Background: an optimization exercise with open tools, aiming at small area. Do not read the settings as production practice.
Only simulation tests tie the RTL to the original design; equivalence was not proved.
No activity file was given, so power comes from the tool's default toggle rates.

### design.v
module top(clk, rst, jumpButton, duckButton, start, collided, Hsynq, Vsynq, run, dead, resetButton, Red, Green, Blue);
  input clk;
  wire clk;
  input rst;
  wire rst;
  input jumpButton;
  wire jumpButton;
  input duckButton;
  wire duckButton;
  input start;
  wire start;
  output collided;
  reg collided;
  output Hsynq;
  wire Hsynq;
  output Vsynq;
  wire Vsynq;
  output run;
  reg run;
  output dead;
  reg dead;
  input resetButton;
  wire resetButton;
  output [3:0] Red;
  wire [3:0] Red;
  output [3:0] Green;
  wire [3:0] Green;
  output [3:0] Blue;
  wire [3:0] Blue;
  reg [14:0] ac;
  reg anim;
  reg [6:0] c;
  wire d_hld;
  wire [6:0] db0;
  reg en;
  wire gs1;
  wire hend;
  reg [7:0] hq;
  wire [2:0] hr;
  reg hr4;
  reg jreg;
  reg menu;
  wire n0;
  wire n1;
  wire n10;
  wire n100;
  wire n101;
  wire n102;
  wire n103;
  wire n104;
  wire n105;
  wire n106;
  wire n107;
  wire n108;
  wire n109;
  wire n11;
  wire n110;
  wire n111;
  wire n112;
  wire n113;
  wire n114;
  wire n115;
  wire n116;
  wire n117;
  wire n118;
  wire n119;
  wire n12;
  wire n120;
  wire n121;
  wire n122;
  wire n123;
  wire n124;
  wire n125;
  wire n126;
  wire n127;
  wire n128;
  wire n129;
  wire n13;
  wire n130;
  wire n131;
  wire n132;
  wire n133;
  wire n134;
  wire n135;
  wire n136;
  wire n137;
  wire n138;
  wire n139;
  wire n14;
  wire n140;
  wire n141;
  wire n142;
  wire n143;
  wire n144;
  wire n145;
  wire n146;
  wire n147;
  wire n148;
  wire n149;
  wire n15;
  wire n150;
  wire n151;
  wire n152;
  wire n153;
  wire n154;
  wire n155;
  wire n156;
  wire n157;
  wire n158;
  wire n159;
  wire n16;
  wire n160;
  wire n161;
  wire n162;
  wire n163;
  wire n164;
  wire n165;
  wire n166;
  wire n167;
  wire n168;
  wire n169;
  wire n17;
  wire n170;
  wire n171;
  wire n172;
  wire n173;
  wire n174;
  wire n175;
  wire n176;
  wire n177;
  wire n178;
  wire n179;
  wire n18;
  wire n180;
  wire n181;
  wire n182;
  wire n183;
  wire n184;
  wire n185;
  wire n186;
  wire n187;
  wire n188;
  wire n189;
  wire n19;
  wire n190;
  wire n191;
  wire n192;
  wire n193;
  wire n194;
  wire n195;
  wire n196;
  wire n197;
  wire n198;
  wire n199;
  wire n2;
  wire n20;
  wire n200;
  wire n201;
  wire n202;
  wire n203;
  wire n204;
  wire n205;
  wire n206;
  wire n207;
  wire n208;
  wire n209;
  wire n21;
  wire n210;
  wire n211;
  wire n212;
  wire n213;
  wire n214;
  wire n215;
  wire n216;
  wire n217;
  wire n218;
  wire n219;
  wire n22;
  wire n220;
  wire n221;
  wire n222;
  wire n223;
  wire n224;
  wire n225;
  wire n226;
  wire n227;
  wire n228;
  wire n229;
  wire n23;
  wire n230;
  wire n231;
  wire n232;
  wire n233;
  wire n234;
  wire n235;
  wire n236;
  wire n237;
  wire n238;
  wire n239;
  wire n24;
  wire n240;
  wire n241;
  wire n242;
  wire n243;
  wire n244;
  wire n245;
  wire n246;
  wire n247;
  wire n248;
  wire n249;
  wire n25;
  wire n250;
  wire n251;
  wire n252;
  wire n253;
  wire n254;
  wire n255;
  wire n256;
  wire n257;
  wire n258;
  wire n259;
  wire n26;
  wire n260;
  wire n261;
  wire n262;
  wire n263;
  wire n264;
  wire n265;
  wire n266;
  wire n267;
  wire n268;
  wire n269;
  wire n27;
  wire n270;
  wire n271;
  wire n272;
  wire n273;
  wire n274;
  wire n275;
  wire n276;
  wire n277;
  wire n278;
  wire n279;
  wire n28;
  wire n280;
  wire n281;
  wire n282;
  wire n283;
  wire n284;
  wire n285;
  wire n286;
  wire n287;
  wire n288;
  wire n289;
  wire n29;
  wire n290;
  wire n291;
  wire n292;
  wire n293;
  wire n294;
  wire n295;
  wire n296;
  wire n297;
  wire n298;
  wire n299;
  wire n3;
  wire n30;
  wire n300;
  wire n301;
  wire n302;
  wire n303;
  wire n304;
  wire n305;
  wire n306;
  wire n307;
  wire n308;
  wire n309;
  wire n31;
  wire n310;
  wire n311;
  wire n312;
  wire n313;
  wire n314;
  wire n315;
  wire n316;
  wire n317;
  wire n318;
  wire n319;
  wire n32;
  wire n320;
  wire n321;
  wire n322;
  wire n323;
  wire n324;
  wire n325;
  wire n326;
  wire n327;
  wire n328;
  wire n329;
  wire n33;
  wire n330;
  wire n331;
  wire n332;
  wire n333;
  wire n334;
  wire n335;
  wire n336;
  wire n337;
  wire n338;
  wire n339;
  wire n34;
  wire n340;
  wire n341;
  wire n342;
  wire n343;
  wire n344;
  wire n345;
  wire n346;
  wire n347;
  wire n348;
  wire n349;
  wire n35;
  wire n350;
  wire n351;
  wire n352;
  wire n353;
  wire n354;
  wire n355;
  wire n356;
  wire n357;
  wire n358;
  wire n359;
  wire n36;
  wire n360;
  wire n361;
  wire n362;
  wire n363;
  wire n364;
  wire n365;
  wire n366;
  wire n367;
  wire n368;
  wire n369;
  wire n37;
  wire n370;
  wire n371;
  wire n372;
  wire n373;
  wire n374;
  wire n375;
  wire n376;
  wire n377;
  wire n378;
  wire n379;
  wire n38;
  wire n380;
  wire n381;
  wire n382;
  wire n383;
  wire n384;
  wire n385;
  wire n386;
  wire n387;
  wire n388;
  wire n389;
  wire n39;
  wire n390;
  wire n391;
  wire n392;
  wire n393;
  wire n394;
  wire n395;
  wire n396;
  wire n397;
  wire n398;
  wire n399;
  wire n4;
  wire n40;
  wire n400;
  wire n401;
  wire n402;
  wire n403;
  wire n404;
  wire n405;
  wire n406;
  wire n407;
  wire n408;
  wire n409;
  wire n41;
  wire n410;
  wire n411;
  wire n412;
  wire n413;
  wire n414;
  wire n415;
  wire n416;
  wire n417;
  wire n418;
  wire n419;
  wire n42;
  wire n420;
  wire n421;
  wire n422;
  wire n423;
  wire n424;
  wire n425;
  wire n426;
  wire n427;
  wire n428;
  wire n429;
  wire n43;
  wire n430;
  wire n431;
  wire n432;
  wire n433;
  wire n434;
  wire n435;
  wire n436;
  wire n437;
  wire n438;
  wire n439;
  wire n44;
  wire n440;
  wire n441;
  wire n442;
  wire n443;
  wire n444;
  wire n445;
  wire n446;
  wire n447;
  wire n448;
  wire n449;
  wire n45;
  wire n450;
  wire n451;
  wire n452;
  wire n453;
  wire n454;
  wire n455;
  wire n456;
  wire n457;
  wire n458;
  wire n459;
  wire n46;
  wire n460;
  wire n461;
  wire n462;
  wire n463;
  wire n464;
  wire n465;
  wire n466;
  wire n467;
  wire n468;
  wire n469;
  wire n47;
  wire n470;
  wire n471;
  wire n472;
  wire n473;
  wire n474;
  wire n475;
  wire n476;
  wire n477;
  wire n478;
  wire n479;
  wire n48;
  wire n480;
  wire n481;
  wire n482;
  wire n483;
  wire n484;
  wire n485;
  wire n486;
  wire n487;
  wire n488;
  wire n489;
  wire n49;
  wire n490;
  wire n491;
  wire n492;
  wire n493;
  wire n494;
  wire n495;
  wire n496;
  wire n497;
  wire n498;
  wire n499;
  wire n5;
  wire n50;
  wire n500;
  wire n501;
  wire n502;
  wire n503;
  wire n504;
  wire n505;
  wire n506;
  wire n507;
  wire n508;
  wire n509;
  wire n51;
  wire n510;
  wire n511;
  wire n512;
  wire n513;
  wire n514;
  wire n515;
  wire n516;
  wire n517;
  wire n518;
  wire n519;
  wire n52;
  wire n520;
  wire n521;
  wire n522;
  wire n523;
  wire n524;
  wire n525;
  wire n526;
  wire n527;
  wire n528;
  wire [2:0] n529;
  wire n53;
  wire n530;
  wire n531;
  wire n532;
  wire n533;
  wire n534;
  wire n535;
  wire n536;
  wire n537;
  wire n538;
  wire n539;
  wire n54;
  wire n540;
  wire n541;
  wire n542;
  wire n543;
  wire n544;
  wire n545;
  wire n546;
  wire n547;
  wire n548;
  wire n549;
  wire n55;
  wire n550;
  wire n551;
  wire n552;
  wire n553;
  wire n554;
  wire n555;
  wire n556;
  wire n557;
  wire n558;
  wire n559;
  wire n56;
  wire n560;
  wire n561;
  wire n562;
  wire n563;
  wire n564;
  wire n565;
  wire n566;
  wire n567;
  wire n568;
  wire n569;
  wire n57;
  wire n570;
  wire n571;
  wire n572;
  wire n573;
  wire n574;
  wire n575;
  wire n576;
  wire n577;
  wire n578;
  wire n579;
  wire n58;
  wire n580;
  wire n581;
  wire n582;
  wire n583;
  wire n584;
  wire n585;
  wire n586;
  wire n587;
  wire n588;
  wire n589;
  wire n59;
  wire n590;
  wire n591;
  wire n592;
  wire n593;
  wire n594;
  wire n595;
  wire n596;
  wire n597;
  wire n598;
  wire n599;
  wire n6;
  wire n60;
  wire n600;
  wire n601;
  wire n602;
  wire n603;
  wire n604;
  wire n605;
  wire n606;
  wire n607;
  wire n608;
  wire n609;
  wire n61;
  wire n610;
  wire n611;
  wire n612;
  wire n613;
  wire n614;
  wire n615;
  wire n616;
  wire n617;
  wire n618;
  wire n619;
  wire n62;
  wire n620;
  wire n621;
  wire n622;
  wire n623;
  wire n624;
  wire n625;
  wire n626;
  wire n627;
  wire n628;
  wire n629;
  wire n63;
  wire n630;
  wire n631;
  wire n632;
  wire n633;
  wire n634;
  wire n635;
  wire [2:0] n636;
  wire n637;
  wire n638;
  wire n639;
  wire n64;
  wire n640;
  wire n641;
  wire n642;
  wire n643;
  wire n644;
  wire n645;
  wire n646;
  wire n647;
  wire n648;
  wire n649;
  wire n65;
  wire n650;
  wire n651;
  wire n652;
  wire n653;
  wire n654;
  wire n655;
  wire n656;
  wire n657;
  wire n658;
  wire n659;
  wire n66;
  wire n67;
  wire n68;
  wire n69;
  wire n7;
  wire n70;
  wire n71;
  wire n72;
  wire n73;
  wire n74;
  wire n75;
  wire n76;
  wire n77;
  wire n78;
  wire n79;
  wire n8;
  wire n80;
  wire n81;
  wire n82;
  wire n83;
  wire n84;
  wire n85;
  wire n86;
  wire n87;
  wire n88;
  wire n89;
  wire n9;
  wire n90;
  wire n91;
  wire n92;
  wire n93;
  wire n94;
  wire n95;
  wire n96;
  wire n97;
  wire n98;
  wire n99;
  reg o;
  reg p;
  reg r;
  reg seg;
  wire [6:0] vq;
  reg [2:0] vr;
  wire w;
  assign n197 = ~duckButton;
  assign n196 = n197 & ~(n460);
  assign n195 = ~n196;
  assign n194 = hq[3] ? hq[2] : n413;
  assign n193 = ~n383;
  assign n192 = n460 & jreg;
  assign n558 = ~jumpButton;
  assign n191 = n460 | n197;
  assign n190 = n558 & ~(n191);
  assign n189 = ~(n190 | n192);
  assign n188 = n437 ^ vq[3];
  assign n187 = n188 ^ n189;
  assign n186 = n412 & ~(n475);
  assign n185 = ~(n186 | n312);
  assign n184 = n187 ? n185 : n193;
  assign n183 = n184 | n194;
  assign n182 = n187 & ~(n437);
  assign n181 = n182 & ~(n424);
  assign n180 = vq[1] & ~(db0[0]);
  assign n179 = n180 & ~(n425);
  assign n178 = n179 & ~(n187);
  assign n177 = ~(n178 | n181);
  assign n176 = n188 & ~(n189);
  assign n175 = n382 & ~(n176);
  assign n174 = n175 ^ vq[4];
  assign n173 = n187 | n384;
  assign n172 = n173 | n263;
  assign n171 = n387 & n470;
  assign n170 = vq[1] | ~(db0[0]);
  assign n169 = n574 & ~(n170);
  assign n168 = n399 & ~(n169);
  assign n167 = n168 | n171;
  assign n166 = n172 & ~(n167);
  assign n165 = n166 | n174;
  assign n164 = n177 & ~(n165);
  assign n163 = n183 & ~(n164);
  assign n162 = ~(n163 | n337);
  assign n161 = n421 & n593;
  assign n160 = n161 & ~(n359);
  assign n159 = n160 | n420;
  assign n158 = n159 | ~(n182);
  assign n157 = n158 & ~(n174);
  assign n156 = n326 & ~(n157);
  assign n155 = n179 | ~(n447);
  assign n154 = n155 | n329;
  assign n153 = n187 & ~(n154);
  assign n152 = n422 & ~(n470);
  assign n151 = n415 & ~(n474);
  assign n150 = n151 | n360;
  assign n149 = n150 | n152;
  assign n148 = n149 | n414;
  assign n147 = n173 & ~(n148);
  assign n146 = n147 | n153;
  assign n145 = n146 | n156;
  assign n144 = n145 | n162;
  assign n143 = n400 | ~(n412);
  assign n142 = ~n447;
  assign n141 = n508 | vr[0];
  assign n140 = ~n446;
  assign n139 = n140 | n141;
  assign n138 = n142 & ~(n139);
  assign n137 = anim & ~(n138);
  assign n136 = gs1 & ~(n137);
  assign n135 = n136 | n143;
  assign n134 = anim & ~(n460);
  assign n133 = n466 & ~(n134);
  assign n132 = n135 & ~(n133);
  assign n131 = n424 & n466;
  assign n130 = n132 & ~(n131);
  assign n129 = n132 | ~(n424);
  assign n128 = n409 | ~(n129);
  assign n127 = n128 & ~(n593);
  assign n126 = n127 | n130;
  assign n125 = ~n420;
  assign n124 = ~(n125 | n578);
  assign n123 = n124 & ~(n582);
  assign n122 = gs1 & ~(n430);
  assign n121 = n122 | n138;
  assign n120 = n143 | anim;
  assign n119 = n121 & ~(n120);
  assign n118 = n119 | n123;
  assign n117 = ~(n174 & n230);
  assign n116 = n117 | n118;
  assign n115 = n126 & ~(n116);
  assign n114 = n144 & ~(n115);
  assign n113 = n195 & ~(n114);
  assign n112 = n193 & ~(n187);
  assign n111 = n174 & ~(n112);
  assign n110 = ~(n344 | n351);
  assign n109 = ~n253;
  assign n108 = n434 ? n354 : n109;
  assign n107 = n189 ? n110 : n108;
  assign n106 = ~(n107 | n111);
  assign n105 = ~(n400 & n438);
  assign n104 = n174 & ~(n105);
  assign n103 = ~(n281 & n142);
  assign n102 = n103 | n104;
  assign n101 = n125 & ~(n102);
  assign n100 = n101 | n324;
  assign n99 = ~(n100 & n338);
  assign n98 = db0[0] | hq[2];
  assign n97 = n98 & ~(n470);
  assign n96 = n421 & ~(n97);
  assign n95 = n470 | ~(vq[1]);
  assign n94 = n471 | n448;
  assign n93 = n95 & ~(n94);
  assign n92 = n93 | n96;
  assign n91 = n180 & n413;
  assign n90 = vq[3] & ~(n91);
  assign n89 = n92 ? n442 : n90;
  assign n88 = n188 | n374;
  assign n87 = ~(n88 & n89);
  assign n86 = vq[4] & ~(n89);
  assign n85 = n86 | n329;
  assign n84 = n87 & ~(n85);
  assign n83 = vq[2] & hq[3];
  assign n82 = n437 | hq[2];
  assign n81 = n82 & ~(n83);
  assign n80 = hq[0] & vq[1];
  assign n79 = n80 | ~(n83);
  assign n78 = ~(n79 & n359);
  assign n77 = n78 | n81;
  assign n76 = db0[0] | ~(hq[1]);
  assign n75 = n76 & ~(n194);
  assign n74 = ~(n413 & n459);
  assign n73 = n415 & ~(n74);
  assign n72 = hq[6] & ~(n73);
  assign n71 = n72 | n75;
  assign n70 = ~(n80 & n467);
  assign n69 = n180 | vq[2];
  assign n68 = n70 & ~(n69);
  assign n67 = n230 & ~(n68);
  assign n66 = n67 | n71;
  assign n65 = n358 & ~(n66);
  assign n64 = n77 & ~(n65);
  assign n63 = n187 & ~(n64);
  assign n62 = n368 | n415;
  assign n61 = n442 ? vq[4] : n230;
  assign n60 = n61 | n149;
  assign n59 = n62 & ~(n60);
  assign n58 = n59 | n195;
  assign n57 = n58 | n63;
  assign n56 = n57 | n84;
  assign n55 = n56 | ~(n99);
  assign n54 = ~(n55 & n106);
  assign n567 = n54 | n113;
  assign n53 = n139 & n102;
  assign n52 = ~(n593 & anim);
  assign n51 = n324 & ~(n52);
  assign n50 = n125 & ~(n51);
  assign n49 = n50 | n191;
  assign n48 = n49 | n117;
  assign n47 = n48 | n53;
  assign n46 = ~(n400 & vq[4]);
  assign n45 = n195 & ~(n46);
  assign n44 = n45 & n281;
  assign n43 = n44 & ~(n177);
  assign n42 = n47 & ~(n43);
  assign d_hld = n106 & ~(n42);
  assign n564 = n488 | rst;
  assign n41 = vr[2] | ~(vr[1]);
  assign n563 = vr[0] & ~(n41);
  assign n40 = hq[5] & ~(n152);
  assign n39 = n422 & ~(hq[5]);
  assign n38 = n39 | n197;
  assign n37 = n38 | n40;
  assign n36 = hq[7] | ~(jumpButton);
  assign n35 = n36 | n72;
  assign n34 = n37 & ~(n35);
  assign n33 = n34 | n340;
  assign n32 = n318 & ~(n317);
  assign n31 = n32 & ~(n152);
  assign n30 = ~(n383 & vq[3]);
  assign n29 = n30 | n234;
  assign n28 = ~(n29 | n31);
  assign n27 = n33 & ~(n28);
  assign n26 = n27 | o;
  assign n25 = ~(n381 & vq[4]);
  assign n24 = n297 & ~(n351);
  assign n23 = n25 & ~(n24);
  assign n22 = n573 & ~(n23);
  assign n21 = n358 & ~(n22);
  assign n20 = n21 | ~(n149);
  assign n19 = n340 & ~(n22);
  assign n18 = r | ~(n33);
  assign n17 = n18 | n19;
  assign n16 = n20 & ~(n17);
  assign n15 = n26 & ~(n16);
  assign n14 = n15 | n460;
  assign n13 = ~(n469 & n422);
  assign n12 = n13 | n33;
  assign n11 = n470 & ~(hr4);
  assign n10 = n422 & ~(n11);
  assign n9 = ~(n10 | n317);
  assign n8 = n9 & ~(hq[7]);
  assign n7 = n436 | ~(n338);
  assign n6 = n7 ? n441 : n253;
  assign n5 = ~(n6 | n8);
  assign n4 = n12 & ~(n5);
  assign n3 = hq[7] & ~(n9);
  assign n2 = p & ~(n8);
  assign n1 = n460 & ~(n2);
  assign n0 = n1 | n3;
  assign n659 = n0 | n4;
  assign w = n14 & ~(n659);
  assign n658 = n427 & ~(c[5]);
  assign n657 = ~(n658 ^ c[6]);
  assign n561 = ~(n657 & n498);
  assign n656 = seg | jumpButton;
  assign n655 = n506 | ~(n497);
  assign n654 = n503 & ~(n655);
  assign n653 = ~(n654 | n500);
  assign n652 = c[4] & ~(n504);
  assign n651 = n493 | ~(n502);
  assign n650 = n652 & ~(n651);
  assign n649 = seg & ~(n650);
  assign n648 = n507 & ~(n649);
  assign n556 = ~(n648 & n653);
  assign n647 = n656 & ~(n556);
  assign n560 = n579 & ~(n647);
  assign n559 = n499 & ~(resetButton);
  assign n646 = n199 | hq[6];
  assign n645 = n199 & hq[6];
  assign n644 = n645 | hend;
  assign n594 = n646 & ~(n644);
  assign n643 = n469 | hr4;
  assign n642 = n643 | ~(seg);
  assign n641 = n642 & ~(n574);
  assign n640 = hq[4] | ~(c[3]);
  assign n639 = c[3] | ~(hq[4]);
  assign n638 = ~(n639 & n640);
  assign n637 = c[2] | ~(hq[3]);
  assign n635 = hq[3] | ~(c[2]);
  assign n634 = c[1] & ~(hq[2]);
  assign n633 = c[1] | ~(hq[2]);
  assign n632 = c[0] & ~(hq[1]);
  assign n631 = hq[1] ^ c[0];
  assign n630 = n574 & ~(n642);
  assign n629 = n630 & ~(n631);
  assign n628 = n629 | n632;
  assign n627 = n628 & n633;
  assign n626 = n627 | n634;
  assign n625 = n635 & ~(n626);
  assign n624 = n637 & ~(n625);
  assign n623 = n624 ^ n638;
  assign n622 = n623 | n641;
  assign n621 = n631 & ~(n630);
  assign n620 = ~(n621 & n622);
  assign n619 = ~(n622 | n631);
  assign n618 = n619 | n140;
  assign n617 = n618 | ~(n620);
  assign n616 = n617 & ~(n349);
  assign n615 = n382 | ~(n344);
  assign n614 = n351 & ~(n442);
  assign n613 = n615 & ~(n614);
  assign n612 = n631 ? n641 : n630;
  assign n611 = n635 & n637;
  assign n610 = ~n634;
  assign n609 = n628 ? n610 : n633;
  assign n608 = n609 ^ n611;
  assign n607 = ~n608;
  assign n606 = n628 | n633;
  assign n605 = ~n628;
  assign n604 = n634 ? n605 : n627;
  assign n603 = n606 & ~(n604);
  assign n602 = n612 ? n607 : n603;
  assign n601 = ~(n602 | n268);
  assign n600 = n601 | n613;
  assign n599 = n600 | n616;
  assign n598 = n621 | n629;
  assign n597 = n420 & ~(vq[6]);
  assign n596 = n597 & ~(n612);
  assign n588 = n596 | ~(n598);
  assign n587 = n603 ? n612 : n588;
  assign n586 = n608 & ~(n340);
  assign n585 = n586 & ~(n587);
  assign n569 = n599 & ~(n585);
  assign n566 = n603 & ~(n612);
  assign n565 = n566 & ~(n608);
  assign n562 = n623 & ~(n565);
  assign n549 = vq[6] | vq[3];
  assign n548 = n598 & ~(n549);
  assign n545 = hq[6] & ~(c[5]);
  assign n544 = c[6] ^ hq[7];
  assign n543 = ~(n544 | n545);
  assign n542 = c[5] & ~(hq[6]);
  assign n541 = c[4] | ~(hq[5]);
  assign n540 = n639 & ~(n635);
  assign n539 = n640 & ~(n540);
  assign n538 = n539 | ~(n541);
  assign n537 = n538 & ~(n542);
  assign n536 = n543 & ~(n537);
  assign n535 = c[4] & ~(hq[5]);
  assign n534 = n541 & ~(n535);
  assign n533 = n539 & ~(n534);
  assign n532 = n544 & ~(n542);
  assign n531 = n532 | ~(n535);
  assign n530 = n531 & ~(n543);
  assign n528 = n530 | n533;
  assign n527 = n528 | n536;
  assign n526 = n527 | n548;
  assign n525 = n526 | n562;
  assign n524 = n525 | n569;
  assign n523 = n13 | n318;
  assign n522 = n523 & n28;
  assign n521 = n522 & ~(n3);
  assign n557 = n524 & ~(n521);
  assign n520 = n507 & ~(n653);
  assign n555 = n579 & ~(n520);
  assign n554 = ~collided;
  assign n551 = en & vr[2];
  assign n550 = ~(ac[14] ^ ac[13]);
  assign n519 = n253 & ~(n7);
  assign n518 = n508 | ~(n420);
  assign Vsynq = n519 & ~(n518);
  assign n517 = n468 | hr4;
  assign n516 = ~(n517 & n471);
  assign n515 = hq[3] | hq[2];
  assign n514 = n516 & ~(n515);
  assign n513 = hq[4] & ~(n514);
  assign Hsynq = n32 & ~(n513);
  assign n512 = vq[5] & ~(n432);
  assign n511 = n297 & ~(n512);
  assign n547 = n439 & ~(n511);
  assign n510 = hq[7] & ~(n644);
  assign n509 = n473 & ~(n335);
  assign n546 = n509 | n510;
  always @(posedge clk)
    if (gs1) jreg <= n558;
  always @(posedge clk)
    if (rst) vr[1] <= 1'h0;
    else if (en) vr[1] <= n592;
  always @(posedge clk)
    if (rst) vr[0] <= 1'h0;
    else if (en) vr[0] <= n580;
  always @(posedge clk)
    if (n564) ac[10] <= 1'h0;
    else ac[10] <= ac[9];
  reg n1331;
  always @(posedge clk)
    if (rst) n1331 <= 1'h0;
    else if (n551) n1331 <= n575;
  assign vq[3] = n1331;
  always @(posedge clk)
    if (menu) r <= 1'h1;
    else if (!d_hld) r <= n567;
  always @(posedge clk)
    if (rst) hq[4] <= 1'h0;
    else if (hr4) hq[4] <= n584;
  always @(posedge clk)
    if (n564) ac[3] <= 1'h0;
    else ac[3] <= ac[2];
  reg n1335;
  always @(posedge clk)
    if (n568) n1335 <= 1'h0;
    else n1335 <= n529[0];
  assign hr[0] = n1335;
  always @(posedge clk)
    if (rst) run <= 1'h0;
    else if (start) run <= n554;
  always @(posedge clk)
    if (rst) c[2] <= 1'h1;
    else if (n560) c[2] <= n581;
  always @(posedge clk)
    if (rst) hq[5] <= 1'h0;
    else if (hr4) hq[5] <= n595;
  always @(posedge clk)
    if (n564) ac[14] <= 1'h0;
    else ac[14] <= ac[13];
  always @(posedge clk)
    if (rst) seg <= 1'h1;
    else if (n579) seg <= n556;
  reg n1341;
  always @(posedge clk)
    if (rst) n1341 <= 1'h0;
    else if (n551) n1341 <= n547;
  assign vq[6] = n1341;
  always @(posedge clk)
    if (rst) dead <= 1'h0;
    else if (start) dead <= collided;
  always @(posedge clk)
    if (rst) c[0] <= 1'h0;
    else if (n560) c[0] <= n583;
  reg n1344;
  always @(posedge clk)
    if (rst) n1344 <= 1'h0;
    else if (n551) n1344 <= n570;
  assign vq[2] = n1344;
  always @(posedge clk)
    p <= n367;
  reg n1346;
  always @(posedge clk)
    if (n568) n1346 <= 1'h0;
    else n1346 <= n529[1];
  assign hr[1] = n1346;
  always @(posedge clk)
    if (rst) c[5] <= 1'h0;
    else if (n560) c[5] <= n572;
  always @(posedge clk)
    if (n564) ac[9] <= 1'h0;
    else ac[9] <= ac[8];
  reg n1349;
  always @(posedge clk)
    if (rst) n1349 <= 1'h0;
    else if (n551) n1349 <= n576;
  assign vq[1] = n1349;
  always @(posedge clk)
    if (rst) hq[0] <= 1'h0;
    else if (hr4) hq[0] <= n574;
  reg n1351;
  always @(posedge clk)
    if (rst) n1351 <= 1'h0;
    else if (n551) n1351 <= n577;
  assign vq[4] = n1351;
  always @(posedge clk)
    if (n564) ac[5] <= 1'h0;
    else ac[5] <= ac[4];
  always @(posedge clk)
    if (n564) ac[4] <= 1'h0;
    else ac[4] <= ac[3];
  always @(posedge clk)
    if (n564) ac[0] <= 1'h0;
    else ac[0] <= n550;
  always @(posedge clk)
    if (rst) hq[7] <= 1'h0;
    else if (hr4) hq[7] <= n546;
  always @(posedge clk)
    if (rst) hq[3] <= 1'h0;
    else if (hr4) hq[3] <= n582;
  always @(posedge clk)
    if (n564) ac[7] <= 1'h0;
    else ac[7] <= ac[6];
  always @(posedge clk)
    if (rst) hq[1] <= 1'h0;
    else if (hr4) hq[1] <= n593;
  always @(posedge clk)
    if (rst) en <= 1'h0;
    else en <= hend;
  always @(posedge clk)
    if (rst) vr[2] <= 1'h0;
    else if (en) vr[2] <= n563;
  always @(posedge clk)
    if (rst) anim <= 1'h0;
    else if (n488) anim <= n552;
  always @(posedge clk)
    if (n564) ac[2] <= 1'h0;
    else ac[2] <= ac[1];
  always @(posedge clk)
    if (n564) ac[13] <= 1'h0;
    else ac[13] <= ac[12];
  always @(posedge clk)
    if (rst) collided <= 1'h0;
    else if (n555) collided <= n559;
  always @(posedge clk)
    if (n564) ac[11] <= 1'h0;
    else ac[11] <= ac[10];
  always @(posedge clk)
    if (rst) hq[2] <= 1'h0;
    else if (hr4) hq[2] <= n578;
  always @(posedge clk)
    if (rst) c[4] <= 1'h0;
    else if (n560) c[4] <= n591;
  always @(posedge clk)
    if (rst) o <= 1'h0;
    else if (gs1) o <= n557;
  always @(posedge clk)
    if (n564) ac[6] <= 1'h0;
    else ac[6] <= ac[5];
  always @(posedge clk)
    if (rst) menu <= 1'h1;
    else menu <= n553;
  always @(posedge clk)
    if (rst) c[6] <= 1'h1;
    else if (n560) c[6] <= n561;
  reg n1372;
  always @(posedge clk)
    if (rst) n1372 <= 1'h0;
    else if (n551) n1372 <= n573;
  assign vq[5] = n1372;
  always @(posedge clk)
    if (n564) ac[8] <= 1'h0;
    else ac[8] <= ac[7];
  always @(posedge clk)
    if (rst) c[3] <= 1'h1;
    else if (n560) c[3] <= n589;
  always @(posedge clk)
    if (n564) ac[12] <= 1'h0;
    else ac[12] <= ac[11];
  always @(posedge clk)
    if (n568) hr4 <= 1'h0;
    else hr4 <= n636[2];
  always @(posedge clk)
    if (rst) c[1] <= 1'h1;
    else if (n560) c[1] <= n590;
  always @(posedge clk)
    if (rst) hq[6] <= 1'h0;
    else if (hr4) hq[6] <= n594;
  reg n1379;
  always @(posedge clk)
    if (rst) n1379 <= 1'h0;
    else if (n551) n1379 <= n571;
  assign db0[0] = n1379;
  always @(posedge clk)
    if (n564) ac[1] <= 1'h0;
    else ac[1] <= ac[0];
  assign n508 = vr[1] | vr[2];
  assign n580 = ~(vr[0] | vr[2]);
  assign n592 = n508 ? n580 : vr[0];
  assign n507 = ~resetButton;
  assign n506 = seg | ~(jumpButton);
  assign n505 = ~c[4];
  assign n504 = c[6] | c[5];
  assign n503 = n505 & ~(n504);
  assign n502 = c[2] & c[3];
  assign n501 = n502 | seg;
  assign n500 = n503 & ~(n501);
  assign n499 = n500 | ~(n506);
  assign n498 = n507 & ~(n499);
  assign n497 = ~(c[0] | c[1]);
  assign n496 = n497 & ~(c[2]);
  assign n495 = n496 & ~(c[3]);
  assign n494 = n495 ^ n505;
  assign n591 = n498 & ~(n494);
  assign n493 = ~(c[0] & c[1]);
  assign n492 = n493 & ~(n497);
  assign n590 = ~(n492 & n498);
  assign n491 = ~(n496 ^ c[3]);
  assign n589 = ~(n491 & n498);
  assign n529[0] = ~hr[0];
  assign n490 = ac[2] & ~(ac[3]);
  assign n489 = ~(ac[5] & ac[4]);
  assign n487 = n490 & ~(n489);
  assign n486 = ac[14] | ~(ac[13]);
  assign n485 = ac[0] | ~(ac[1]);
  assign n484 = n485 | n486;
  assign n483 = n487 & ~(n484);
  assign n482 = ac[11] & ~(ac[10]);
  assign n481 = ~(n482 & ac[12]);
  assign n480 = ac[6] | ~(ac[7]);
  assign n479 = ac[8] | ~(ac[9]);
  assign n478 = n479 | n480;
  assign n477 = n478 | n481;
  assign n488 = n483 & ~(n477);
  assign n476 = hq[3] & hq[4];
  assign n574 = ~hq[0];
  assign n475 = hq[1] & hq[2];
  assign n474 = n475 & ~(n574);
  assign n473 = n474 & n476;
  assign n472 = hq[7] & hr4;
  assign hend = n472 & n473;
  assign n471 = hq[1] & hq[0];
  assign n470 = ~(hq[1] | hq[0]);
  assign n593 = ~(n470 | n471);
  assign n469 = hr[1] & hr[0];
  assign n636[2] = n469 ^ hr4;
  assign n468 = hr[1] | hr[0];
  assign n529[1] = n468 & ~(n469);
  assign n467 = ~hq[4];
  assign n466 = hq[3] & hq[2];
  assign n465 = n466 & n471;
  assign n464 = n467 & ~(n465);
  assign n584 = ~(n464 | n473);
  assign n583 = n498 & ~(c[0]);
  assign n463 = ~hq[3];
  assign n462 = n463 & ~(n474);
  assign n582 = ~(n462 | n465);
  assign n461 = ~(n497 ^ c[2]);
  assign n581 = ~(n461 & n498);
  assign n460 = menu | ~(run);
  assign gs1 = ~n460;
  assign n459 = ~hq[5];
  assign n458 = hq[7] | ~(hq[6]);
  assign n457 = n459 & ~(n458);
  assign n456 = hq[3] & ~(hq[4]);
  assign n455 = ~(n456 & n475);
  assign n454 = n457 & ~(n455);
  assign n453 = n460 & ~(resetButton);
  assign n452 = ~(hr4 & vr[1]);
  assign n451 = hq[0] & ~(n452);
  assign n450 = ~(n451 & n580);
  assign n449 = n450 | n453;
  assign n579 = n454 & ~(n449);
  assign n448 = ~hq[2];
  assign n447 = n448 & ~(n471);
  assign n578 = ~(n447 | n474);
  assign n446 = db0[0] & vq[1];
  assign n445 = vq[2] & vq[3];
  assign n444 = n445 & n446;
  assign n443 = n444 | vq[4];
  assign n442 = ~vq[3];
  assign n441 = vq[6] & vq[5];
  assign n440 = n441 & ~(n442);
  assign n439 = ~n440;
  assign n438 = ~db0[0];
  assign n437 = vq[1] & vq[2];
  assign n436 = n437 & ~(n438);
  assign n435 = vq[4] & vq[3];
  assign n434 = ~n435;
  assign n433 = n436 & ~(n434);
  assign n432 = n439 & ~(n433);
  assign n577 = n432 & n443;
  assign n431 = ~(db0[0] | vq[1]);
  assign n430 = n431 | n446;
  assign n576 = ~(n430 | n440);
  assign n429 = n442 & ~(n436);
  assign n428 = ~(n440 | n444);
  assign n575 = n428 & ~(n429);
  assign n573 = vq[5] ? n432 : n433;
  assign n427 = n495 & ~(c[4]);
  assign n426 = ~(n427 ^ c[5]);
  assign n572 = n498 & ~(n426);
  assign n571 = n438 & ~(n440);
  assign n425 = ~vq[2];
  assign n424 = n425 & ~(n446);
  assign n423 = ~(n424 | n436);
  assign n570 = n423 & ~(n440);
  assign n553 = ~start;
  assign n422 = n476 & ~(n448);
  assign n421 = ~(vq[1] | vq[2]);
  assign n420 = n421 & ~(db0[0]);
  assign n419 = n420 ^ vq[3];
  assign n418 = ~n419;
  assign n417 = n575 & ~(n418);
  assign n416 = hq[2] & hq[4];
  assign n415 = ~(hq[3] | hq[4]);
  assign n414 = ~n415;
  assign n413 = ~(hq[1] | hq[2]);
  assign n412 = n463 & ~(n413);
  assign n411 = n414 & ~(n412);
  assign n410 = n411 | n416;
  assign n409 = n466 & ~(hq[1]);
  assign n408 = n409 | n476;
  assign n407 = n419 & ~(n408);
  assign n406 = n407 | ~(n410);
  assign n405 = n417 | ~(n406);
  assign n404 = n405 & ~(n422);
  assign n403 = n424 & ~(vq[3]);
  assign n402 = ~(n471 & vq[1]);
  assign n401 = ~(n402 & n403);
  assign n400 = hq[2] & ~(n470);
  assign n399 = n400 & ~(hq[3]);
  assign n398 = ~(n399 & vq[4]);
  assign n397 = n401 & ~(n398);
  assign n396 = n420 & ~(hq[1]);
  assign n395 = vq[3] | ~(hq[2]);
  assign n394 = n395 | n396;
  assign n393 = ~(n415 & n593);
  assign n392 = n394 & ~(n393);
  assign n391 = n392 | n459;
  assign n390 = n391 | n397;
  assign n389 = n390 | n404;
  assign n388 = n415 | n476;
  assign n387 = hq[3] & ~(hq[2]);
  assign n386 = n419 & ~(n387);
  assign n385 = n386 | n388;
  assign n384 = vq[2] & ~(vq[1]);
  assign n383 = n384 & ~(n438);
  assign n382 = n437 | vq[3];
  assign n381 = ~(n382 | n383);
  assign n380 = hq[3] & ~(n381);
  assign n379 = ~vq[4];
  assign n378 = n474 | n379;
  assign n377 = n380 & ~(n378);
  assign n376 = n385 & ~(n377);
  assign n375 = n376 | n413;
  assign n374 = ~n413;
  assign n373 = n374 & ~(n465);
  assign n372 = n456 | vq[2];
  assign n371 = n372 | n373;
  assign n370 = vq[2] & ~(n415);
  assign n369 = n370 | n430;
  assign n368 = n371 & ~(n369);
  assign n366 = n368 | hq[5];
  assign n365 = n366 | n417;
  assign n364 = n375 & ~(n365);
  assign n363 = n364 | n458;
  assign n362 = n389 & ~(n363);
  assign n361 = hq[6] | hq[7];
  assign n360 = n361 | n459;
  assign n359 = hq[4] & ~(n360);
  assign n358 = n463 ? n457 : n359;
  assign n357 = ~(n475 & hq[4]);
  assign n356 = n358 & ~(n357);
  assign n355 = n356 | n362;
  assign n354 = vq[6] | ~(vq[5]);
  assign n353 = n379 & ~(n354);
  assign n352 = ~n353;
  assign n351 = vq[4] & ~(n354);
  assign n350 = ~n351;
  assign n349 = n445 ? n352 : n350;
  assign n348 = n355 & ~(n349);
  assign n347 = n348 | start;
  assign n346 = n351 & ~(n425);
  assign n345 = vq[5] | vq[4];
  assign n344 = vq[6] & ~(n345);
  assign n343 = n431 | ~(n445);
  assign n342 = ~(n343 & n344);
  assign n341 = n351 & ~(n429);
  assign n340 = n342 & ~(n341);
  assign n339 = n340 & ~(n346);
  assign n338 = ~(vq[4] | vq[3]);
  assign n337 = ~n359;
  assign n336 = hq[5] & ~(n458);
  assign n335 = ~n336;
  assign n334 = hq[4] & ~(n462);
  assign n333 = n334 | n335;
  assign n332 = n414 & ~(n333);
  assign n331 = n337 & ~(n332);
  assign n330 = n413 & ~(hq[0]);
  assign n329 = n360 | ~(n456);
  assign n328 = ~(n329 | n330);
  assign n327 = n359 & n462;
  assign n326 = n327 | n328;
  assign n325 = ~(n330 | n466);
  assign n324 = n326 & ~(n325);
  assign n323 = n435 & ~(n420);
  assign n322 = n323 | n324;
  assign n321 = n322 | n331;
  assign n320 = hq[3] & ~(n447);
  assign n319 = n320 | ~(n419);
  assign n318 = ~hq[7];
  assign n317 = hq[5] | hq[6];
  assign n316 = n317 | n318;
  assign n315 = n467 & ~(n316);
  assign n314 = ~n315;
  assign n313 = ~(n431 | hq[1]);
  assign n312 = n424 & ~(n313);
  assign n311 = n312 & ~(vq[4]);
  assign n310 = n311 | n314;
  assign n309 = n319 & ~(n310);
  assign n308 = n321 & ~(n309);
  assign n307 = n308 | n338;
  assign n306 = n400 | n456;
  assign n305 = hq[1] & hq[3];
  assign n304 = n306 & ~(n305);
  assign n303 = n470 & ~(n463);
  assign n302 = n303 | n416;
  assign n301 = n302 | n304;
  assign n300 = n409 | ~(n457);
  assign n299 = n301 & ~(n300);
  assign n298 = ~(n299 | n324);
  assign n297 = ~vq[6];
  assign n296 = n380 & ~(n297);
  assign n295 = n388 | ~(n457);
  assign n294 = ~(n295 | n464);
  assign n293 = n470 | ~(n387);
  assign n292 = n315 & ~(n293);
  assign n291 = ~(n292 | n294);
  assign n290 = ~(n291 & n457);
  assign n289 = n290 | n296;
  assign n288 = n298 & ~(n289);
  assign n287 = n336 & n422;
  assign n286 = n330 & ~(n414);
  assign n285 = n286 & ~(n316);
  assign n284 = n285 | n287;
  assign n283 = n475 | hq[3];
  assign n282 = n283 | n330;
  assign n281 = n359 & ~(n282);
  assign n280 = n414 | n447;
  assign n279 = n336 & ~(n280);
  assign n278 = n279 | n281;
  assign n277 = n278 | n284;
  assign n276 = n277 | n288;
  assign n275 = n307 & ~(n276);
  assign n274 = n275 | n339;
  assign n273 = hq[4] ? n360 : n316;
  assign n272 = ~(n273 & n295);
  assign n271 = n281 | ~(n381);
  assign n270 = n424 | n442;
  assign n269 = n403 | vq[5];
  assign n268 = n270 & ~(n269);
  assign n267 = n271 & ~(n268);
  assign n266 = n272 & ~(n267);
  assign n265 = ~(n444 & n379);
  assign n264 = n379 & ~(n381);
  assign n263 = n400 | n463;
  assign n262 = n263 | n264;
  assign n261 = n415 ? n447 : n412;
  assign n260 = n261 | n268;
  assign n259 = n262 & ~(n260);
  assign n258 = n259 | n333;
  assign n257 = n284 | ~(n298);
  assign n256 = n258 & ~(n257);
  assign n255 = n265 & ~(n256);
  assign n254 = n255 | n266;
  assign n253 = ~(vq[6] | vq[5]);
  assign n252 = ~(n253 & vq[4]);
  assign n251 = n382 & ~(n252);
  assign n250 = n352 & ~(n251);
  assign n249 = n254 & ~(n250);
  assign n248 = n400 & n429;
  assign n247 = ~(n447 & hq[4]);
  assign n246 = ~(n247 & n462);
  assign n245 = n246 | n248;
  assign n244 = ~n457;
  assign n243 = hq[4] ? n244 : n316;
  assign n242 = hq[3] & ~(n413);
  assign n241 = n242 | n243;
  assign n240 = n241 | ~(n245);
  assign n239 = n240 & ~(n454);
  assign n238 = n418 & ~(n239);
  assign n237 = ~(n423 | n445);
  assign n236 = n237 & ~(n291);
  assign n235 = n236 | n238;
  assign n234 = ~n344;
  assign n233 = n234 | n381;
  assign n232 = n235 & ~(n233);
  assign n231 = n381 & ~(n234);
  assign n230 = ~n437;
  assign n229 = n351 & ~(n230);
  assign n228 = ~(n229 | n231);
  assign n227 = n424 | n297;
  assign n226 = n280 & ~(n227);
  assign n225 = ~(n226 | n228);
  assign n224 = n314 & ~(n332);
  assign n223 = n225 & ~(n224);
  assign n222 = vq[3] & ~(n421);
  assign n221 = n320 & n359;
  assign n220 = n221 | n222;
  assign n219 = n444 | ~(n353);
  assign n218 = n219 | n273;
  assign n217 = n220 & ~(n218);
  assign n216 = n217 | n553;
  assign n215 = ~(n466 | n474);
  assign n214 = n215 | n388;
  assign n213 = n330 | n387;
  assign n212 = n429 & ~(n213);
  assign n211 = hq[4] & ~(n212);
  assign n210 = n214 & ~(n211);
  assign n209 = n282 & ~(n429);
  assign n208 = n342 | n244;
  assign n207 = n208 | n209;
  assign n206 = ~(n207 | n210);
  assign n205 = n206 & ~(n225);
  assign n204 = n205 | n216;
  assign n203 = n204 | n223;
  assign n202 = n203 | n232;
  assign n201 = n202 | n249;
  assign n200 = n274 & ~(n201);
  assign n367 = n347 & ~(n200);
  assign n568 = rst | hr4;
  assign n552 = ~anim;
  assign n199 = n473 & ~(n459);
  assign n198 = n473 ? n472 : n459;
  assign n595 = ~(n198 | n199);
  assign n636[1:0] = n529[1:0];
  assign vq[0] = db0[0];
  assign hr[2] = hr4;
  assign Blue = { w, w, w, w };
  assign Green = { w, w, w, w };
  assign Red = { w, w, w, w };
endmodule
### flow/run.sh
#!/bin/bash
# Standard ORFS layout, with two changes:
#  - port buffers are sky130_fd_sc_hd__buf_1 (every input and output still gets one);
#  - clock tree synthesis adds no dummy loads.
set -euo pipefail
export BUFFER_PORTS_ARGS="-buffer_cell sky130_fd_sc_hd__buf_1"
export CTS_ARGS="-sink_clustering_enable -repair_clock_nets -dont_use_dummy_load"
bash standard.sh > standard_flow.log 2>&1
### standard.sh
#!/bin/bash
# synth_recipe.tcl (not shown) runs the flow's synth.tcl, then flattens the netlist and writes it again
# the make line also repeats each setting of config.mk as NAME=value (left out here)
make -C /OpenROAD-flow-scripts/flow DESIGN_CONFIG=/design/flow/config.mk WORK_HOME=/design/flow/orfs CLKGATE_MAP_FILE= SYNTH_SCRIPT=/design/flow/synth_recipe.tcl "${@:-finish}"
### config.mk
export PLATFORM = sky130hd
export DESIGN_NAME = top
export DESIGN_NICKNAME = top
export VERILOG_FILES = /design/flow/design.v
export SDC_FILE = /design/flow/constraint.sdc
export NUM_CORES = 4
export LEC_CHECK = 0
export ABC_AREA = 1
export CAP_MARGIN = 20
export CORE_MARGIN = 2
export CORE_UTILIZATION = 40
export SLEW_MARGIN = 20
### constraint.sdc
create_clock -name core_clock -period 10.0 [get_ports {clk}]
set_input_delay 2.0000 -clock core_clock [delete_from_list [all_inputs] [get_ports {clk}]]
set_output_delay 2.0000 -clock core_clock [all_outputs]
set_load 0.01 [all_outputs]
==> results of run 1 <==
worst max-delay path, stage by stage:
cell      delay [ns]
buf_1           0.13
o211ai_1        0.11
nand4_1         0.14
nand2_1         0.10
o22ai_1         0.13
nand3_1         0.08
a21oi_1         0.52
buf_1           0.22
final timing paths:
path,end,from,cells past startpoint,slack [ns]
worst max register to register,r,run,19,6.96
worst min register to register,ac[2],ac[1],2,0.44
worst min-delay path,ac[2],ac[1],2,0.44
worst max-delay path,Red[1],duckButton,8,4.57
sequential cells by signal, indices dropped and copies added (netlist names), 3 cells and up:
name and cells:
ac 15, c 7, hq 8, vr 3
stage by stage:
step	instances	power, mW
2_1_floorplan	699	0.256
6_report	841	0.381
3_5_place_dp	836	0.270
4_1_cts	841	0.384
3_3_place_gp	836	0.270
5_1_grt	841	0.397
layout by cell type, fill, tap and decap left out, types with 5 or more instances in the layout:
cell type  count
a211oi_1       5
a21oi_1       41
buf_1         22
clkbuf_8       5
dfxtp_1       53
ha_1          28
inv_1         86
inv_2         16
nand2_1      174
nand2_2        7
nand3_1       47
nand4_1       12
nor2_1        73
nor2_2         5
nor3_1         5
o211ai_1      16
o21ai_0       32
o21ai_1       13
o22ai_1        9
layer usage:
metal | global-route usage [%] | wire length [µm]
met1 | 36.5 | 6710
met5 | 0 | 0
met2 | 49.5 | 7880
met3 | 3.97 | 1130
met4 | 11.1 | 682
area by class of cell:
class                      instances  area (µm²)
fill                            1206        6220
multi-input combinational        514        2800
sequential                        54        1090
inverter                         106         405
tap                              140         175
clock buffer                       5        68.8
timing repair buffer              22        82.6
cells by family (layout without fill, tap and decap cells):
| family | count (synthesis) | after routing | share of synthesized area (%) |
|---|---|---|---|
| AO/OA/AOI/OAI | 137 | 137 | 18.4 |
| XOR/XNOR | 5 | 5 | 0.982 |
| adder cells (fa/ha/maj) | 31 | 31 | 9.20 |
| buffers and inverters | 131 | 133 | 12.7 |
| flip-flops | 54 | 54 | 24.5 |
| AND/OR/NAND/NOR | 341 | 341 | 34.2 |
power breakdown:
group          total (mW)  internal (mW)  switching [mW]
Clock               0.115         0.0454          0.0700
Combinational      0.0429         0.0130          0.0300
Sequential          0.223          0.220         0.00318
==> results.env, run 1 <==
STATUS='finished clean'
POST_CTS_HOLD_BUFFER_COUNT=0
CLOCK_SINKS=54
SYNTH_FP_NETS=736
CRIT_REQUIRED_NS=8.00
GP_ROUTABILITY_CONGESTION=1.02
VDD.IR_DROP.WORST_V=0.000105
WL_PER_CELL_UM=19.5
GRT_FIRST_PASS_WIRELENGTH_UM=25400
TOTAL_CTS_BUFFERS=5
CTS.HTREE.LEVELS=2
NUMBER_OF_REGISTER_BITS_INFERRED_BY_SYNTHESIS=54
WORST_SETUP_PATH_START_KIND='primary input'
VIASPERCELL=5.58
PATH_CLK_SLEW_NS=0.10
BUFFER_PORTS.INSERTED=22
BOUNDARYPINS=23
FINALMAXSLEWVIOLATIONS=0
WORSTMARGINPINSLEW_NS=0.796
TOTALNEGATIVESETUPSLACK_NS=0
FLOORPLAN.CORE_AREA_UM2=10800
MAXCAPVIOLATIONS=0
FINALWIRELENGTH_UM=16400
POST_CTS_BUFFERS=0
SYNTH_TOP_CELL_BY_AREA='dfxtp_1'
FINALWORSTPATHREQUIREDPERIOD_NS=5.43
CTSROOTBUFFERMASTER='clkbuf_8'
FINALHOLDVIOLATIONS=0
HOLD_CLASS='reg2reg'
FINAL.PERIOD_UTILIZATION_PCT=54.3
SYNTH_SEQ_AREA_SHARE_PCT=24.5
GLOBALROUTEOVERFLOWTOTAL=0
FINAL_AREA_UM2=4620
VIA_COUNT_OF_THE_FIRST_GLOBAL_ROUTING_PASS=4481
POST-SYNTH-TOP-AREA-FRACTION_PCT=23.8
MOST_INSTANTIATED_LIBRARY_CELL_AFTER_SYNTHESIS='nand2_1'
INITIAL_ANTENNA_VIOLATION_COUNT=0
CRITPATHMAXFANOUT=12
FIN_SKEW_NS=0.0300
FP.DIEW_UM=110
PLACE_WORST_SETUP_SLACK_NS=4.56
RESIDUAL_DRC_COUNT=0
SYN_AREA_PER_CELL_UM2=6.38
P_PER_AREA_nW_PER_UM2=82.4
NETLIST_AREA_UM2=4460
YS_TYPES=50
DRT_FIRST_PASS_ITERS=5
DIE_HEIGHT_UM=110
DPL_CELL_AREA_UM2=4550
SYN_TO_FINAL_GROWTH_PCT=3.68
MAX-CLOCK-PATH-BUFFERS=2
WORST_SETUP_PATH_END_KIND='output port'
POST_CTS_RESIZED=0
GRT_MAX_DEGREE=22
POST_SYNTH_MOST_FREQUENT_CELLS='nand2_1, inv_1, nor2_1'
POWER.LEAKAGE_nW=2.06
TIMING.SLEW.HEADROOM_PCT=46.9
INITIAL_CORE_UTIL_PCT=41.1
WORSTPATHARRIVAL_NS=3.43
FINAL_LAYOUT_SIZE_SUFFIX_GT1_SHARE_PCT=7.42
GRT_USE_TOTAL_PCT=28.8
DETAILROUTE.VIA_COUNT=4692
NUM-NETS-FINAL=740
WORST-SETUP-PATH-TYPE='in2out'
ASYNC_FLOP_SHARE_PCT=0
HPWLAFTERDP_UM=13400
SYNTH_FF_TYPE='dfxtp_1'
HOLD_WS_NS=0.435
FIN_UTIL_PCT=42.6
FMAXACHIEVABLE_MHz=184
WORST_SKEW_PAIR.LATE_LATENCY_NS=0.33
GRT_SETUP_UNREPAIRED='no'
ANTENNA_CELLS=0
TRITONCTS='built'
STD_CELL_ROWS=38
FINALSETUPVIOLATIONS=0
SYNTH.YOSYS.WARNINGS=1
ITER_0_DRT_VIOLATIONS=331
SYNTH_CELLS=699
SYNTH.TOP_CELLS.BY_AREA='dfxtp_1, nand2_1, ha_1, inv_1, nor2_1'
DIE_AREA_UM2=12000
SYNTH_EDF_COUNT=1
POST_DETAILED_ROUTE_COUNT_OF_ANTENNA_VIOLATING_NETS=0
FIN_WS_NS=4.57
==> run 2, diff against run 1 <==
==> flow/run.sh (replaced) <==
#!/bin/bash
# Standard ORFS layout (the standard.sh), with three changes:
#  - synthesis does not extract half/full adder cells (ADDER_MAP_FILE empty):
#    the logic is mapped by ABC like any other logic; registers are unchanged;
#  - port buffers are sky130_fd_sc_hd__buf_1 (every input and output still gets one);
#  - clock tree synthesis adds no dummy loads.
set -euo pipefail
export ADDER_MAP_FILE=
export BUFFER_PORTS_ARGS="-buffer_cell sky130_fd_sc_hd__buf_1"
export CTS_ARGS="-sink_clustering_enable -repair_clock_nets -dont_use_dummy_load"
bash standard.sh > standard_flow.log 2>&1
==> run 2 against run 1 <==
Still clean; die area fell by 7.7%; via count is 1.5% higher; cell count fell by 2.9%; non-clock buffer count stayed put.
==> results.env, run 2 <==
STATUS='finished clean'
INITIAL_ANTENNA_VIOLATION_COUNT=0
TIMING.SLEW.HEADROOM_PCT=58.7
POST_CTS_RESIZED=0
WORST_SETUP_PATH_START_KIND='primary input'
PATH_CLK_SLEW_NS=0.10
WORST_SKEW_PAIR.LATE_LATENCY_NS=0.32
HPWLAFTERDP_UM=12600
GP_ROUTABILITY_CONGESTION=1.07
CTS.HTREE.LEVELS=2
POST_SYNTH_MOST_FREQUENT_CELLS='nand2_1, inv_1, nor2_1'
CRITPATHMAXFANOUT=12
WL_PER_CELL_UM=19.3
POST_CTS_HOLD_BUFFER_COUNT=0
SYNTH_FP_NETS=689
FINALSETUPVIOLATIONS=0
FIN_SKEW_NS=0.0204
SYN_AREA_PER_CELL_UM2=6.01
SYN_TO_FINAL_GROWTH_PCT=3.75
DETAILROUTE.VIA_COUNT=4764
VIASPERCELL=5.83
LAYOUT_COMMONEST_CELL='nand2_1'
NUMBER_OF_FLIP_FLOPS_UNDER_THE_LARGEST_REGISTER_NAME=15
FMAXACHIEVABLE_MHz=186
SYNTH_TOP_CELL_BY_AREA='dfxtp_1'
FINALMAXSLEWVIOLATIONS=0
CRIT_CHAIN='buf_1 > inv_1 > a21oi_1 > o21ai_0 > nand4_1 > nand2_1 > o32ai_1 > o211a_1 > buf_1'
FINAL.PERIOD_UTILIZATION_PCT=53.9
GRT_USE_TOTAL_PCT=28.6
VIA_COUNT_OF_THE_FIRST_GLOBAL_ROUTING_PASS=4578
MAXCAPVIOLATIONS=0
NUM-NETS-FINAL=692
FILL_CELLS=1092
WORST-SETUP-PATH-TYPE='in2out'
CLOCK_SINKS=54
SYNTH_SEQ_AREA_SHARE_PCT=26.6
NUMBER_OF_REGISTER_BITS_INFERRED_BY_SYNTHESIS=54
POST_CTS_BUFFERS=0
FINALWORSTPATHREQUIREDPERIOD_NS=5.39
FINALHOLDVIOLATIONS=0
INITIAL_CORE_UTIL_PCT=41.6
RESIDUAL_DRC_COUNT=0
ANTENNA_CELLS=0
HOLD_WS_NS=0.435
SYNTH.YOSYS.WARNINGS=1
TOTAL_CTS_BUFFERS=5
CTSROOTBUFFERMASTER='clkbuf_8'
DIE_HEIGHT_UM=105
TRITONCTS='built'
P_PER_AREA_nW_PER_UM2=84.6
DRT_FIRST_PASS_ITERS=5
STD_CELL_ROWS=36
CRITPATHMAXSTAGEDELAY_NS=0.37
NETLIST_AREA_UM2=4100
FINALWIRELENGTH_UM=15800
MAX-CLOCK-PATH-BUFFERS=2
SYNTH.TOP_CELLS.BY_AREA='dfxtp_1, nand2_1, inv_1, nor2_1, a21oi_1'
GRT_FIRST_PASS_WIRELENGTH_UM=24500
GRT_SETUP_UNREPAIRED='no'
LARGEST-REGISTER='ac'
SYNTH_EDF_COUNT=1
WORSTPATHARRIVAL_NS=3.39
POWER.LEAKAGE_nW=1.91
SYNTH_CELLS=683
LEADING_CELL_TYPES_IN_THE_LAYOUT_FILL_AND_TAPS_EXCLUDED='nand2_1, inv_1, nor2_1'
TOTALNEGATIVESETUPSLACK_NS=0
CRITICAL_PATH.MOST_COMMON_CELL='buf_1'
BUFFER_PORTS.INSERTED=22
ASYNC_FLOP_SHARE_PCT=0
GRT_MAX_DEGREE=20
YS_TYPES=53
MOST_INSTANTIATED_LIBRARY_CELL_AFTER_SYNTHESIS='nand2_1'
HOLD_CLASS='reg2reg'
WORSTMARGINPINSLEW_NS=0.614
FINAL_LAYOUT_SIZE_SUFFIX_GT1_SHARE_PCT=5.41
ITER_0_DRT_VIOLATIONS=336
FP.DIEW_UM=105
FLOORPLAN.CORE_AREA_UM2=9860
CRIT_PATH_TOP_DELAY_CELL='o211a_1'
GLOBALROUTEOVERFLOWTOTAL=0
CRIT_REQUIRED_NS=8.00
WORST_SETUP_PATH_END_KIND='output port'
DIE_AREA_UM2=11100
POST_DETAILED_ROUTE_COUNT_OF_ANTENNA_VIOLATING_NETS=0
BOUNDARYPINS=23
VDD.IR_DROP.WORST_V=0.0000860
SYNTH_FF_TYPE='dfxtp_1'
POST-SYNTH-TOP-AREA-FRACTION_PCT=25.9
LARGESTREGISTERS='ac (15), hq (8), c (7)'
==> run 2: cell types whose count changed in the layout (fill, tap and decap cells not counted), moves of 11 or more <==
cell / delta
nand2_1: -26
o211ai_1: -12
nor2_1: +22
a21oi_1: +12
inv_1: +14
nor3_1: +16
o21ai_0: +11
ha_1: -28
==> run 2: logic make-up (layout without fill, tap and decap cells) <==
kind of cell	after synthesis	after routing	synth area share [%]
AO/OA/AOI/OAI	153	153	22.4
XOR/XNOR	3	3	0.824
buffers and inverters	133	134	13.9
flip-flops	54	54	26.6
AND/OR/NAND/NOR	340	340	36.3
==> run 2: critical path: cells and delay by family <==
kind | cells | cell delay (ns)
compound gates | 4 | 0.81
buf+inv | 3 | 0.39
simple gates | 2 | 0.19
==> run 2: stage by stage <==
stage          cell area (µm²)  cells  power, mW  utilization [%]  worst slack [ns]
3_3_place_gp              4190    812      0.249             42.4              4.68
6_report                  4260    817      0.360             43.1              4.61
4_1_cts                   4260    817      0.363             43.1              4.60
5_1_grt                   4260    817      0.373             43.1              4.42
2_1_floorplan             4100    683      0.242                -              4.94
3_5_place_dp              4190    812      0.250             42.4              4.61
==> run 2: worst paths after layout <==
path | startpoint | endpoint | slack, ns | depth (start not counted)
max | duckButton | Red[0] | 4.61 | 9
min | ac[9] | ac[10] | 0.43 | 2
max reg2reg | n1344 | r | 7.20 | 15
min reg2reg | ac[9] | ac[10] | 0.43 | 2
==> run 2: layout make-up <==
cell class,instances,area [µm²],share of cell area [%]
sequential,54,1090,25.6
tap,133,166,3.91
timing repair buffer,22,82.6,1.94
multi-input combinational,496,2440,57.3
clock buffer,5,68.8,1.62
inverter,107,407,9.56
==> run 2: per-layer routing <==
layer | wire [µm] | share of wire, % | track usage (%)
met1 | 6310 | 40 | 34.7
met2 | 7260 | 46 | 47.1
met3 | 1220 | 7.8 | 5.32
met4 | 959 | 6.1 | 16.5
met5 | 0 | 0 | 0
==> run 2: where the power goes <==
| part | switching, mW | internal [mW] | total, mW |
|---|---|---|---|
| Combinational | 0.0185 | 0.00667 | 0.0251 |
| Clock | 0.0688 | 0.0455 | 0.114 |
| Sequential | 0.00186 | 0.219 | 0.220 |
==> run 3, diff against run 2 <==
--- a/flow/run.sh
+++ b/flow/run.sh
@@ -8,4 +8,4 @@
 export ADDER_MAP_FILE=
 export BUFFER_PORTS_ARGS="-buffer_cell sky130_fd_sc_hd__buf_1"
-export CTS_ARGS="-sink_clustering_enable -repair_clock_nets -dont_use_dummy_load"
+export CTS_ARGS="-sink_clustering_enable -repair_clock_nets -dont_use_dummy_load -sink_clustering_size 30 -sink_clustering_max_diameter 300 -buf_list sky130_fd_sc_hd__clkbuf_16"
 bash standard.sh > standard_flow.log 2>&1
==> run 3 against run 2 <==
Still clean; final area is 1.3% higher; synthesized cell count stayed put; clock skew fell by 0.0071 ns; non-clock buffer count unchanged; cell count unchanged; wire length is 0.37% higher; fmax is 0.99% lower; sequential share of layout area shrank 0.33 points; die area unchanged; synthesized area stayed put; register-to-register slack better by 0.03 ns; critical path type unchanged; largest cell class unchanged.
==> results.env, run 3 <==
WL_PER_CELL_UM=19.4
FINALWORSTPATHREQUIREDPERIOD_NS=5.44
NETLIST_AREA_UM2=4100
NUMBER_OF_REGISTER_BITS_INFERRED_BY_SYNTHESIS=54
TIMING.SLEW.HEADROOM_PCT=59.8
HPWLAFTERDP_UM=12600
SYN_AREA_PER_CELL_UM2=6.01
CRITPATHMAXFANOUT=12
DPL_CELL_AREA_UM2=4190
DRT_FIRST_PASS_ITERS=5
FIN_UTIL_PCT=43.7
SYNTH_FF_TYPE='dfxtp_1'
SHARE_SEQ_OF_TOTAL_POWER_PCT=53.7
RESIDUAL_DRC_COUNT=0
VIA_COUNT_OF_THE_FIRST_GLOBAL_ROUTING_PASS=4553
DETAILROUTE.VIA_COUNT=4776
INTERNAL_POWER_uW=314
HOLD_CLASS='reg2reg'
LAYOUT_COMMONEST_CELL='nand2_1'
MOST_INSTANTIATED_LIBRARY_CELL_AFTER_SYNTHESIS='nand2_1'
FLOORPLAN.CORE_AREA_UM2=9860
FINALHOLDVIOLATIONS=0
CRIT_REQUIRED_NS=8.00
LEADING_CELL_TYPES_IN_THE_LAYOUT_FILL_AND_TAPS_EXCLUDED='nand2_1, inv_1, nor2_1'
MAXCAPVIOLATIONS=0
CLOCK_SINKS=54
VDD.IR_DROP.WORST_V=0.0000986
PATH_CLK_SLEW_NS=0.08
YS_TYPES=53
WORST_HOLD_STARTPOINT='ac[9]'
WORST_SKEW_PAIR.LATE_LATENCY_NS=0.30
WORSTPATHARRIVAL_NS=3.44
GRT_MAX_DEGREE=20
SYN_TO_FINAL_GROWTH_PCT=5.13
SYNTH_FP_NETS=689
GRT_USE_TOTAL_PCT=28.7
FMAXACHIEVABLE_MHz=184
GRT_SETUP_UNREPAIRED='no'
FINAL_AREA_UM2=4310
REG2REG_SLACK_NS=7.23
POST_CTS_BUFFERS=0
LARGEST-REGISTER='ac'
WORST_REG2REG_PATH_STARTPOINT='n1344'
SHARE_COMB_OF_TOTAL_POWER_PCT=6.2
FIN_WS_NS=4.56
POST_CTS_HOLD_BUFFER_COUNT=0
FF2FF_PATH_DEPTH=15
WORST-SETUP-PATH-TYPE='in2out'
CTSROOTBUFFERMASTER='clkbuf_16'
STD_CELL_ROWS=36
TOTALNEGATIVESETUPSLACK_NS=0
ANTENNA_CELLS=0
SYNTH_TOP_CELL_BY_AREA='dfxtp_1'
INITIAL_ANTENNA_VIOLATION_COUNT=0
LAYOUT.CELLS.NON_FILLER=817
DIE_HEIGHT_UM=105
FIN_SKEW_NS=0.0133
FINAL_LAYOUT_SIZE_SUFFIX_GT1_SHARE_PCT=5.41
PLACEDCELLCOUNT=812
SWITCHING_SHARE_PCT=23.5
FILL_CELLS=1081
CLOCK_POWER_SHARE_PCT=40.2
AREA.SEQUENTIAL_UM2=1090
MULTI_INPUT_AREA_UM2=2440
FINALWIRELENGTH_UM=15800
ENDPOINT='Red[0]'
GLOBALROUTEOVERFLOWTOTAL=0
SYNTH_CELLS=683
STATUS='finished clean'
CTS.HTREE.LEVELS=2
CRITPATHLAUNCH='duckButton'
FINALSETUPVIOLATIONS=0
WORST_SETUP_PATH_START_KIND='primary input'
INITIAL_CORE_UTIL_PCT=41.6
P_PER_AREA_nW_PER_UM2=95.2
SYNTH.TOP_CELLS.BY_AREA='dfxtp_1, nand2_1, inv_1, nor2_1, a21oi_1'
BUFFER_PORTS.INSERTED=22
MAX-CLOCK-PATH-BUFFERS=2
PLACE_WORST_SETUP_SLACK_NS=4.61
DIE_AREA_UM2=11100
NUM-NETS-FINAL=692
NUMBER_OF_FLIP_FLOPS_UNDER_THE_LARGEST_REGISTER_NAME=15
SYNTH_EDF_COUNT=1
SYNTH_SEQ_AREA_SHARE_PCT=26.6
WORST_SETUP_PATH_END_KIND='output port'
GP_ROUTABILITY_CONGESTION=1.07
POST_SYNTH_MOST_FREQUENT_CELLS='nand2_1, inv_1, nor2_1'
ITER_0_DRT_VIOLATIONS=330
FINAL.PERIOD_UTILIZATION_PCT=54.4
WORSTMARGINPINSLEW_NS=0.597
LARGESTREGISTERS='ac (15), hq (8), c (7)'
POWER.SWITCHING_uW=96.5
ASYNC_FLOP_SHARE_PCT=0
GRT_FIRST_PASS_WIRELENGTH_UM=24600
POST_CTS_RESIZED=0
FP.DIEW_UM=105
SYNTH.YOSYS.WARNINGS=1
FINALMAXSLEWVIOLATIONS=0
POWER.LEAKAGE_nW=1.94
TRITONCTS='built'
TOTAL_CTS_BUFFERS=5
WORSTREG2REGEND='r'
VIASPERCELL=5.85
POST_DETAILED_ROUTE_COUNT_OF_ANTENNA_VIOLATING_NETS=0
BOUNDARYPINS=23
POST-SYNTH-TOP-AREA-FRACTION_PCT=25.9
[run 3: area by class of cell]
type	count	area share, %
clock buffer	5	2.90
inverter	107	9.43
multi-input combinational	496	56.6
sequential	54	25.3
tap	133	3.86
timing repair buffer	22	1.92
[run 3: how the worst min path moves through the flow]
stage	end	slack, ns	depth (start not counted)
2_1_floorplan	ac[0]	0.40	1
3_3_place_gp	ac[11]	0.41	2
3_5_place_dp	ac[0]	0.42	1
4_1_cts	ac[11]	0.43	2
5_1_grt	ac[4]	0.45	2
6_report	ac[10]	0.43	2
[run 3: through the flow]
stage | total power [mW] | hold WS [ns]
2_1_floorplan | 0.242 | 0.403
3_3_place_gp | 0.249 | 0.411
3_5_place_dp | 0.250 | 0.421
4_1_cts | 0.413 | 0.435
5_1_grt | 0.423 | 0.453
6_report | 0.411 | 0.432
[run 3: layer usage]
| metal | part of all wire (%) | wire length, µm | GRT usage (%) | vias up |
|---|---|---|---|---|
| met4 | 5.8 | 910 | 16.4 | 0 |
| met2 | 46 | 7320 | 47.2 | 248 |
| met1 | 40 | 6380 | 35.1 | 2209 |
| li1 | - | - | - | 2258 |
| met3 | 7.6 | 1200 | 5.19 | 61 |
| met5 | 0 | 0 | 0 | - |
[run 3: power by group through the flow]
stage | Clock, mW | Sequential (mW) | Combinational [mW]
floorplan | 0 | 0.225 | 0.0165
global placement | 0 | 0.225 | 0.0239
global route | 0.175 | 0.221 | 0.0281
CTS | 0.168 | 0.220 | 0.0247
finish | 0.165 | 0.220 | 0.0253
detailed placement | 0 | 0.225 | 0.0243
[run 3: cell families after synthesis]
kind of cell / Yosys count / share of synthesized area, %
AOI/OAI and AO/OA: 153 / 22.4
xor gates and xnor gates: 3 / 0.824
buffers and inverters: 133 / 13.9
DFF: 54 / 26.6
and+or+nand+nor: 340 / 36.3
[run 3: worst max-delay path, stage by stage]
cell,delay (ns)
buf_1,0.12
inv_1,0.07
a21oi_1,0.10
o21ai_0,0.09
nand4_1,0.10
nand2_1,0.09
o32ai_1,0.28
o211a_1,0.39
buf_1,0.20

## what the ideal ports hide
In the flow no input, the clock included, has a driving cell. The finished layouts below were timed again as built, in two steps.
Step 1 assumes that a clkbuf_16 drives the clock port and a buf_2 every other input.
Step 2 adds t to the input delays and takes it off the output delays; t is the mean of the earliest and latest rising clock arrival at the registers after step 1. Input paths then give back, and output paths get back, about the clock's delay inside the block.
Slacks: ideal ports / drivers / drivers and shift; pairs: ideal ports / drivers.
run	t, ns	slack for setup (ns)	hold slack, ns	cell pins on the clock port's net
run 1	0.351	4.569 / 4.526 / 4.526	0.435 / 0.435 / 0.435	1
run 2	0.341	4.614 / 4.579 / 4.579	0.435 / 0.435 / 0.435	1
run 3	0.332	4.560 / 4.527 / 4.527	0.432 / 0.432 / 0.432	1
After both steps every run listed still meets setup and hold. For run 1, which loses most, drivers alone change the setup slack by -0.043 ns; drivers and shift together by -0.043 ns.
